Context: an optimization exercise on an open-source flow, tuned for small area. The choices shown serve that exercise and are no tape-out recipe.
RTL that was checked went through simulation tests only; none was proved equivalent to the original.
No activity file was given, so power comes from the tool's default toggle rates.

==> run E <==
==> flow/design.v (excerpt) <==
module vending_machine(pclk,prst,pvalid,pready,paddr,pwdata,prdata,wr_rd,coin,coin_valid,num_of_tea_reqd,num_of_milk_reqd,num_of_coffee_reqd,num_of_tea_served,num_of_coffee_served,num_of_milk_served,machine_ready);
==> flow/config.mk <==
export PLATFORM = sky130hd
export DESIGN_NAME = vending_machine
export DESIGN_NICKNAME = vending_machine
export VERILOG_FILES = /design/flow/design.v
export SDC_FILE = /design/flow/constraint.sdc
export NUM_CORES = 4
export LEC_CHECK = 0
export CAP_MARGIN = 20
export CORE_MARGIN = 2
export CORE_UTILIZATION = 70
export GPL_TIMING_DRIVEN = 0
export SLEW_MARGIN = 20
export SYNTH_HIERARCHICAL = 1
==> flow/constraint.sdc <==
create_clock -name core_clock -period 12.0 [get_ports {pclk}]
set_input_delay 2.4000 -clock core_clock [delete_from_list [all_inputs] [get_ports {pclk}]]
set_output_delay 2.4000 -clock core_clock [all_outputs]
set_load 0.01 [all_outputs]
standard.sh (not shown) runs the stock make flow with config.mk's settings and CLKGATE_MAP_FILE= SYNTH_SCRIPT=/design/flow/synth_recipe.tcl, a recipe that flattens the netlist after the stock synthesis.
==> flow/flow/run.sh <==
#!/bin/bash
# Own layout flow: the standard synthesis, every logic cell set to its smallest
# drive strength (the flow's timing repair sizes up what needs it), port buffers
# of the smallest buffer then the
# standard layout steps.
set -euo pipefail
bash standard.sh synth > synth.log 2>&1
R=orfs/results/$FLOW_PLATFORM/vending_machine/base
openroad -no_init -exit -threads "${NUM_CORES:-4}" \
  -log downsize.log flow/downsize.tcl > downsize.out 2>&1
bash standard.sh "BUFFER_PORTS_ARGS=-buffer_cell sky130_fd_sc_hd__buf_1" \
  "CTS_ARGS=-sink_clustering_enable -repair_clock_nets -dont_use_dummy_load -buf_list {sky130_fd_sc_hd__clkbuf_4 sky130_fd_sc_hd__clkbuf_8} -sink_clustering_size 20 -sink_clustering_max_diameter 80" \
  finish > layout.log 2>&1
==> flow/flow/downsize.tcl <==
# Swap each combinational cell of the synthesized netlist to the smallest-area
# cell of the same family (same name but the drive-strength suffix).
set res orfs/results/$::env(FLOW_PLATFORM)/vending_machine/base
read_db $res/1_synth.odb
set db [ord::get_db]
set lib_masters {}
foreach lib [$db getLibs] {
  foreach m [$lib getMasters] {
    set n [$m getName]
    if {[regexp {^(.*)_([0-9]+)$} $n -> base drive]} {
      dict lappend lib_masters $base $m
    }
  }
}
set dont_use {}
if {[info exists ::env(DONT_USE_CELLS)]} { set dont_use [split $::env(DONT_USE_CELLS)] }
set swapped 0
foreach inst [[[$db getChip] getBlock] getInsts] {
  set m [$inst getMaster]
  set n [$m getName]
  if {![regexp {^(.*)_([0-9]+)$} $n -> base drive]} { continue }
  if {[regexp {df|dl|sdf|edf|conb|tap|fill|decap|clk} $base]} { continue }
  set best $m
  set ba [expr {[$m getWidth] * [$m getHeight]}]
  foreach c [dict get $lib_masters $base] {
    if {[lsearch -exact $dont_use [$c getName]] >= 0} { continue }
    set a [expr {[$c getWidth] * [$c getHeight]}]
    if {$a < $ba} { set best $c; set ba $a }
  }
  if {$best ne $m} {
    $inst swapMaster $best
    incr swapped
  }
}
puts "downsized $swapped instances"
write_db $res/1_synth.odb
==> run B (differences from run E) <==
--- a/flow/flow/run.sh
+++ b/flow/flow/run.sh
@@ -9,5 +9,5 @@
 openroad -no_init -exit -threads "${NUM_CORES:-4}" \
   -log downsize.log flow/downsize.tcl > downsize.out 2>&1
 bash standard.sh "BUFFER_PORTS_ARGS=-buffer_cell sky130_fd_sc_hd__buf_1" \
-  "CTS_ARGS=-sink_clustering_enable -repair_clock_nets -dont_use_dummy_load -buf_list {sky130_fd_sc_hd__clkbuf_4 sky130_fd_sc_hd__clkbuf_8} -sink_clustering_size 20 -sink_clustering_max_diameter 80" \
+  "CTS_ARGS=-sink_clustering_enable -repair_clock_nets -dont_use_dummy_load -buf_list {sky130_fd_sc_hd__clkbuf_4 sky130_fd_sc_hd__clkbuf_8} -sink_clustering_size 12 -sink_clustering_max_diameter 60" \
   finish > layout.log 2>&1
==> qor summary <==
quantity                                                                 run B        run E
Number of antenna violations at the first check in global routing            0            0
Ys Warns                                                                     7            7
Category of the worst setup path launch point                       input port   input port
DIE WIDTH                                                          117 microns  117 microns
Hold buffers post-CTS                                                        0            0
Buf/Inv on CP                                                                6            6
Reg-to-reg critical path endpoint                                   credit[13]   credit[13]
Total count of hold-check failures in the final report                       0            0
Largest voltage drop on the vdd net                                   0.534 mV     0.534 mV
Aggregate negative setup slack                                            0 ns         0 ns
All-layer global routing usage                                           0.326        0.326
Initial core utilization                                                 0.712        0.712
Outcome                                       no timing/DRC/antenna violations  no timing/DRC/antenna violations
Pleak                                                               0.00352 uW   0.00352 uW
Worst endpoint required time                                          12.27 ns     12.27 ns
Via count of the first global-routing pass                                6474         6474

========
==> job 6429 <==
Another version of the RTL of vending_machine (not shown whole).
Settings: LEC_CHECK=0, CAP_MARGIN=5, CORE_MARGIN=2, CORE_UTILIZATION=62, GPL_TIMING_DRIVEN=0, SLEW_MARGIN=5, SYNTH_HIERARCHICAL=1; clock period 12.0 ns.
==> flow/flow/run.sh <==
#!/bin/bash
# Own layout flow: the standard synthesis, every logic cell set to its smallest
# drive strength (the flow's timing repair sizes up what needs it), port buffers
# of the smallest buffer then the
# standard layout steps.
set -euo pipefail
bash standard.sh synth > synth.log 2>&1
R=orfs/results/$FLOW_PLATFORM/vending_machine/base
openroad -no_init -exit -threads "${NUM_CORES:-4}" \
  -log downsize.log flow/downsize.tcl > downsize.out 2>&1
bash standard.sh "BUFFER_PORTS_ARGS=-buffer_cell sky130_fd_sc_hd__buf_1" \
  "CTS_ARGS=-sink_clustering_enable -repair_clock_nets -dont_use_dummy_load -buf_list {sky130_fd_sc_hd__clkbuf_4 sky130_fd_sc_hd__clkbuf_8} -sink_clustering_size 12 -sink_clustering_max_diameter 60" \
  finish > layout.log 2>&1
Scripts as last shown in full above: flow/flow/downsize.tcl
==> inputs of job 303, as changes to job 6429 <==
--- a/flow/design.v
+++ b/flow/design.v
@@ -54,15 +54,15 @@
 end
 wire [31:0] c;
 wire cc10, cc22;
 wire [22:10] pre;
 wire [22:0] low;
 wire [31:0] credit_d;
 wire [32:22] O, Z;
-wire tkp, kpp, up, dn, updn;
+wire tkp, kpp, up, dn;
 wire sv;
 wire [11:0] served_d;
   wire n1, n2;
   g_ha u3 (.a(credit[0]), .b(cv[0]), .s(n1), .co(n2));
   assign c[0] = n1;
   wire n4, n5;
   g_fa u6 (.a(credit[1]), .b(cv[1]), .ci(n2), .s(n4), .co(n5));
@@ -990,82 +990,101 @@
   wire n1001;
   g_and2 u1002 (.a(O[31]), .b(credit[31]), .y(n1001));
   assign O[32] = n1001;
   wire n1003;
   g_nor2b u1004 (.a(credit[31]), .bn(Z[31]), .y(n1003));
   assign Z[32] = n1003;
   wire n1005;
-  g_a21oi u1006 (.a1(prst), .a2(credit[22]), .b1(updn), .y(n1005));
+  g_nor2 u1006 (.a(up), .b(dn), .y(n1005));
   wire n1007;
-  g_xnor2 u1008 (.a(credit[22]), .b(n1005), .y(n1007));
-  assign credit_d[22] = n1007;
+  g_xor2 u1008 (.a(credit[22]), .b(n1005), .y(n1007));
   wire n1009;
-  g_a222oi u1010 (.a1(up), .a2(O[23]), .b1(dn), .b2(Z[23]), .c1(prst), .c2(credit[23]), .y(n1009));
+  g_nor2 u1010 (.a(prst), .b(n1007), .y(n1009));
+  assign credit_d[22] = n1009;
   wire n1011;
-  g_xnor2 u1012 (.a(credit[23]), .b(n1009), .y(n1011));
-  assign credit_d[23] = n1011;
+  g_a22oi u1012 (.a1(up), .a2(O[23]), .b1(dn), .b2(Z[23]), .y(n1011));
   wire n1013;
-  g_a222oi u1014 (.a1(up), .a2(O[24]), .b1(dn), .b2(Z[24]), .c1(prst), .c2(credit[24]), .y(n1013));
+  g_xor2 u1014 (.a(credit[23]), .b(n1011), .y(n1013));
   wire n1015;
-  g_xnor2 u1016 (.a(credit[24]), .b(n1013), .y(n1015));
-  assign credit_d[24] = n1015;
+  g_nor2 u1016 (.a(prst), .b(n1013), .y(n1015));
+  assign credit_d[23] = n1015;
   wire n1017;
-  g_a222oi u1018 (.a1(up), .a2(O[25]), .b1(dn), .b2(Z[25]), .c1(prst), .c2(credit[25]), .y(n1017));
+  g_a22oi u1018 (.a1(up), .a2(O[24]), .b1(dn), .b2(Z[24]), .y(n1017));
   wire n1019;
-  g_xnor2 u1020 (.a(credit[25]), .b(n1017), .y(n1019));
-  assign credit_d[25] = n1019;
+  g_xor2 u1020 (.a(credit[24]), .b(n1017), .y(n1019));
   wire n1021;
-  g_a222oi u1022 (.a1(up), .a2(O[26]), .b1(dn), .b2(Z[26]), .c1(prst), .c2(credit[26]), .y(n1021));
+  g_nor2 u1022 (.a(prst), .b(n1019), .y(n1021));
+  assign credit_d[24] = n1021;
   wire n1023;
-  g_xnor2 u1024 (.a(credit[26]), .b(n1021), .y(n1023));
-  assign credit_d[26] = n1023;
+  g_a22oi u1024 (.a1(up), .a2(O[25]), .b1(dn), .b2(Z[25]), .y(n1023));
   wire n1025;
-  g_a222oi u1026 (.a1(up), .a2(O[27]), .b1(dn), .b2(Z[27]), .c1(prst), .c2(credit[27]), .y(n1025));
+  g_xor2 u1026 (.a(credit[25]), .b(n1023), .y(n1025));
   wire n1027;
-  g_xnor2 u1028 (.a(credit[27]), .b(n1025), .y(n1027));
-  assign credit_d[27] = n1027;
+  g_nor2 u1028 (.a(prst), .b(n1025), .y(n1027));
+  assign credit_d[25] = n1027;
   wire n1029;
-  g_a222oi u1030 (.a1(up), .a2(O[28]), .b1(dn), .b2(Z[28]), .c1(prst), .c2(credit[28]), .y(n1029));
+  g_a22oi u1030 (.a1(up), .a2(O[26]), .b1(dn), .b2(Z[26]), .y(n1029));
   wire n1031;
-  g_xnor2 u1032 (.a(credit[28]), .b(n1029), .y(n1031));
-  assign credit_d[28] = n1031;
+  g_xor2 u1032 (.a(credit[26]), .b(n1029), .y(n1031));
   wire n1033;
-  g_a222oi u1034 (.a1(up), .a2(O[29]), .b1(dn), .b2(Z[29]), .c1(prst), .c2(credit[29]), .y(n1033));
+  g_nor2 u1034 (.a(prst), .b(n1031), .y(n1033));
+  assign credit_d[26] = n1033;
   wire n1035;
-  g_xnor2 u1036 (.a(credit[29]), .b(n1033), .y(n1035));
-  assign credit_d[29] = n1035;
+  g_a22oi u1036 (.a1(up), .a2(O[27]), .b1(dn), .b2(Z[27]), .y(n1035));
   wire n1037;
-  g_a222oi u1038 (.a1(up), .a2(O[30]), .b1(dn), .b2(Z[30]), .c1(prst), .c2(credit[30]), .y(n1037));
+  g_xor2 u1038 (.a(credit[27]), .b(n1035), .y(n1037));
   wire n1039;
-  g_xnor2 u1040 (.a(credit[30]), .b(n1037), .y(n1039));
-  assign credit_d[30] = n1039;
+  g_nor2 u1040 (.a(prst), .b(n1037), .y(n1039));
+  assign credit_d[27] = n1039;
   wire n1041;
-  g_a222oi u1042 (.a1(up), .a2(O[31]), .b1(dn), .b2(Z[31]), .c1(prst), .c2(credit[31]), .y(n1041));
+  g_a22oi u1042 (.a1(up), .a2(O[28]), .b1(dn), .b2(Z[28]), .y(n1041));
   wire n1043;
-  g_xnor2 u1044 (.a(credit[31]), .b(n1041), .y(n1043));
-  assign credit_d[31] = n1043;
+  g_xor2 u1044 (.a(credit[28]), .b(n1041), .y(n1043));
+  wire n1045;
+  g_nor2 u1046 (.a(prst), .b(n1043), .y(n1045));
+  assign credit_d[28] = n1045;
+  wire n1047;
+  g_a22oi u1048 (.a1(up), .a2(O[29]), .b1(dn), .b2(Z[29]), .y(n1047));
+  wire n1049;
+  g_xor2 u1050 (.a(credit[29]), .b(n1047), .y(n1049));
+  wire n1051;
+  g_nor2 u1052 (.a(prst), .b(n1049), .y(n1051));
+  assign credit_d[29] = n1051;
+  wire n1053;
+  g_a22oi u1054 (.a1(up), .a2(O[30]), .b1(dn), .b2(Z[30]), .y(n1053));
+  wire n1055;
+  g_xor2 u1056 (.a(credit[30]), .b(n1053), .y(n1055));
+  wire n1057;
+  g_nor2 u1058 (.a(prst), .b(n1055), .y(n1057));
+  assign credit_d[30] = n1057;
+  wire n1059;
+  g_a22oi u1060 (.a1(up), .a2(O[31]), .b1(dn), .b2(Z[31]), .y(n1059));
+  wire n1061;
+  g_xor2 u1062 (.a(credit[31]), .b(n1059), .y(n1061));
+  wire n1063;
+  g_nor2 u1064 (.a(prst), .b(n1061), .y(n1063));
+  assign credit_d[31] = n1063;
 wire c31 = credit[31] ^ (cc22 & O[31]);
 wire chi_zero = cc22 ? O[32] : Z[32];
 wire ok = coin_valid & ~c31;
 wire serve = ~c31 & (low[22] | ~chi_zero);
 wire take = ok & (low[22] | ~chi_zero);
 wire bw = ok & ~chi_zero & ~low[22];
-assign up = ~prst & cc22 & ~bw;
-assign dn = ~prst & bw & ~cc22;
-assign updn = up | dn;
+assign up = cc22 & ~bw;
+assign dn = bw & ~cc22;
 assign sv = serve & ~prst;
 assign tkp = ~prst & ok & (low[22] | ~chi_zero);
 assign kpp = ~prst & ~(ok & (low[22] | ~chi_zero));
 always @(posedge pclk) begin
 	credit <= credit_d;
-	machine_ready <= ~prst & (machine_ready | coin_valid);
 	if (prst | coin_valid) begin
 		num_of_tea_served <= served_d[3:0];
 		num_of_coffee_served <= served_d[7:4];
 		num_of_milk_served <= served_d[11:8];
+		machine_ready <= ~prst;
 	end
 end
 endmodule
 module g_fa(a, b, ci, s, co);
 input a, b, ci;
 output s, co;
 assign s = a ^ b ^ ci;
==> flow/flow/run.sh (replaced) <==
#!/bin/bash
# Own layout flow: the standard synthesis, every logic cell set to its smallest
# drive strength (the flow's timing repair sizes up what needs it), port buffers
# of the smallest buffer then the
# standard layout steps.
set -euo pipefail
bash standard.sh synth > synth.log 2>&1
R=orfs/results/$FLOW_PLATFORM/vending_machine/base
openroad -no_init -exit -threads "${NUM_CORES:-4}" \
  -log downsize.log flow/downsize.tcl > downsize.out 2>&1
bash standard.sh "BUFFER_PORTS_ARGS=-buffer_cell sky130_fd_sc_hd__buf_1" \
  "CTS_ARGS=-sink_clustering_enable -repair_clock_nets -dont_use_dummy_load -buf_list {sky130_fd_sc_hd__clkbuf_8} -sink_clustering_buffer sky130_fd_sc_hd__clkbuf_4 -sink_clustering_size 10 -sink_clustering_max_diameter 50" \
  finish > layout.log 2>&1
CORE_UTILIZATION = 55   (was 62)
==> comparison table <==
item	job 6429	job 303
Result of the run	finished clean	finished clean
Proportion of final cell area spent on non-clock buffers	4.26%	4.36%
Most crowded layer after global routing	met2	met1
Fraction of area in multi-input gates	62.6%	62.1%
Critical Path Sink	credit[23]	credit[24]
Clock period minus final worst setup slack	11,660 ps	11,570 ps
Post-CTS Setup Bufs	2	0
Worst vdd rail ir drop	267 uV	155 uV
Relative max-transition margin	21.6%	17.8%
Core region area	13,300 um2	15,200 um2
Seq pwr	0.000483 W	0.000474 W
Number of gates resized after CTS	6	5
Final Worst Setup Slack	338 ps	433 ps
Count of standard-cell rows	42	45
Combinational cell power	0.00211 W	0.00192 W
Via Count	6,110	5,975
Part of the total power dissipated in sequential elements	17.4%	18.4%
Clock slew at reported path FFs	120 ps	100 ps
Function not checked in job 6429: the RTL went through the layout flow alone.

## re-timing with driven ports
No port has a modelled driver above. Below, the same layouts with a new extraction and two added sets of constraints. Step 1 assumes that a clkbuf_16 drives the clock port and a buf_2 every other input. Step 2 also shifts input and output timing later by t, the mid clock arrival at the registers, as if the neighbouring blocks saw the same clock. Slacks: no drivers / after step 1 / after step 2; pairs: no drivers / after step 1.
run | t (ns) | setup WS [ns] | latest minus earliest clock arrival (ns)
run E | 0.426 | 0.579 / 0.592 / 0.166 | 0.032 / 0.032
run B | 0.426 | 0.579 / 0.592 / 0.166 | 0.032 / 0.032
job 6429 | 0.412 | 0.338 / 0.338 / -0.006 | 0.043 / 0.044
job 303 | 0.407 | 0.433 / 0.433 / 0.037 | 0.028 / 0.028
With both steps, setup timing fails in job 6429, where it was met with ideal ports.
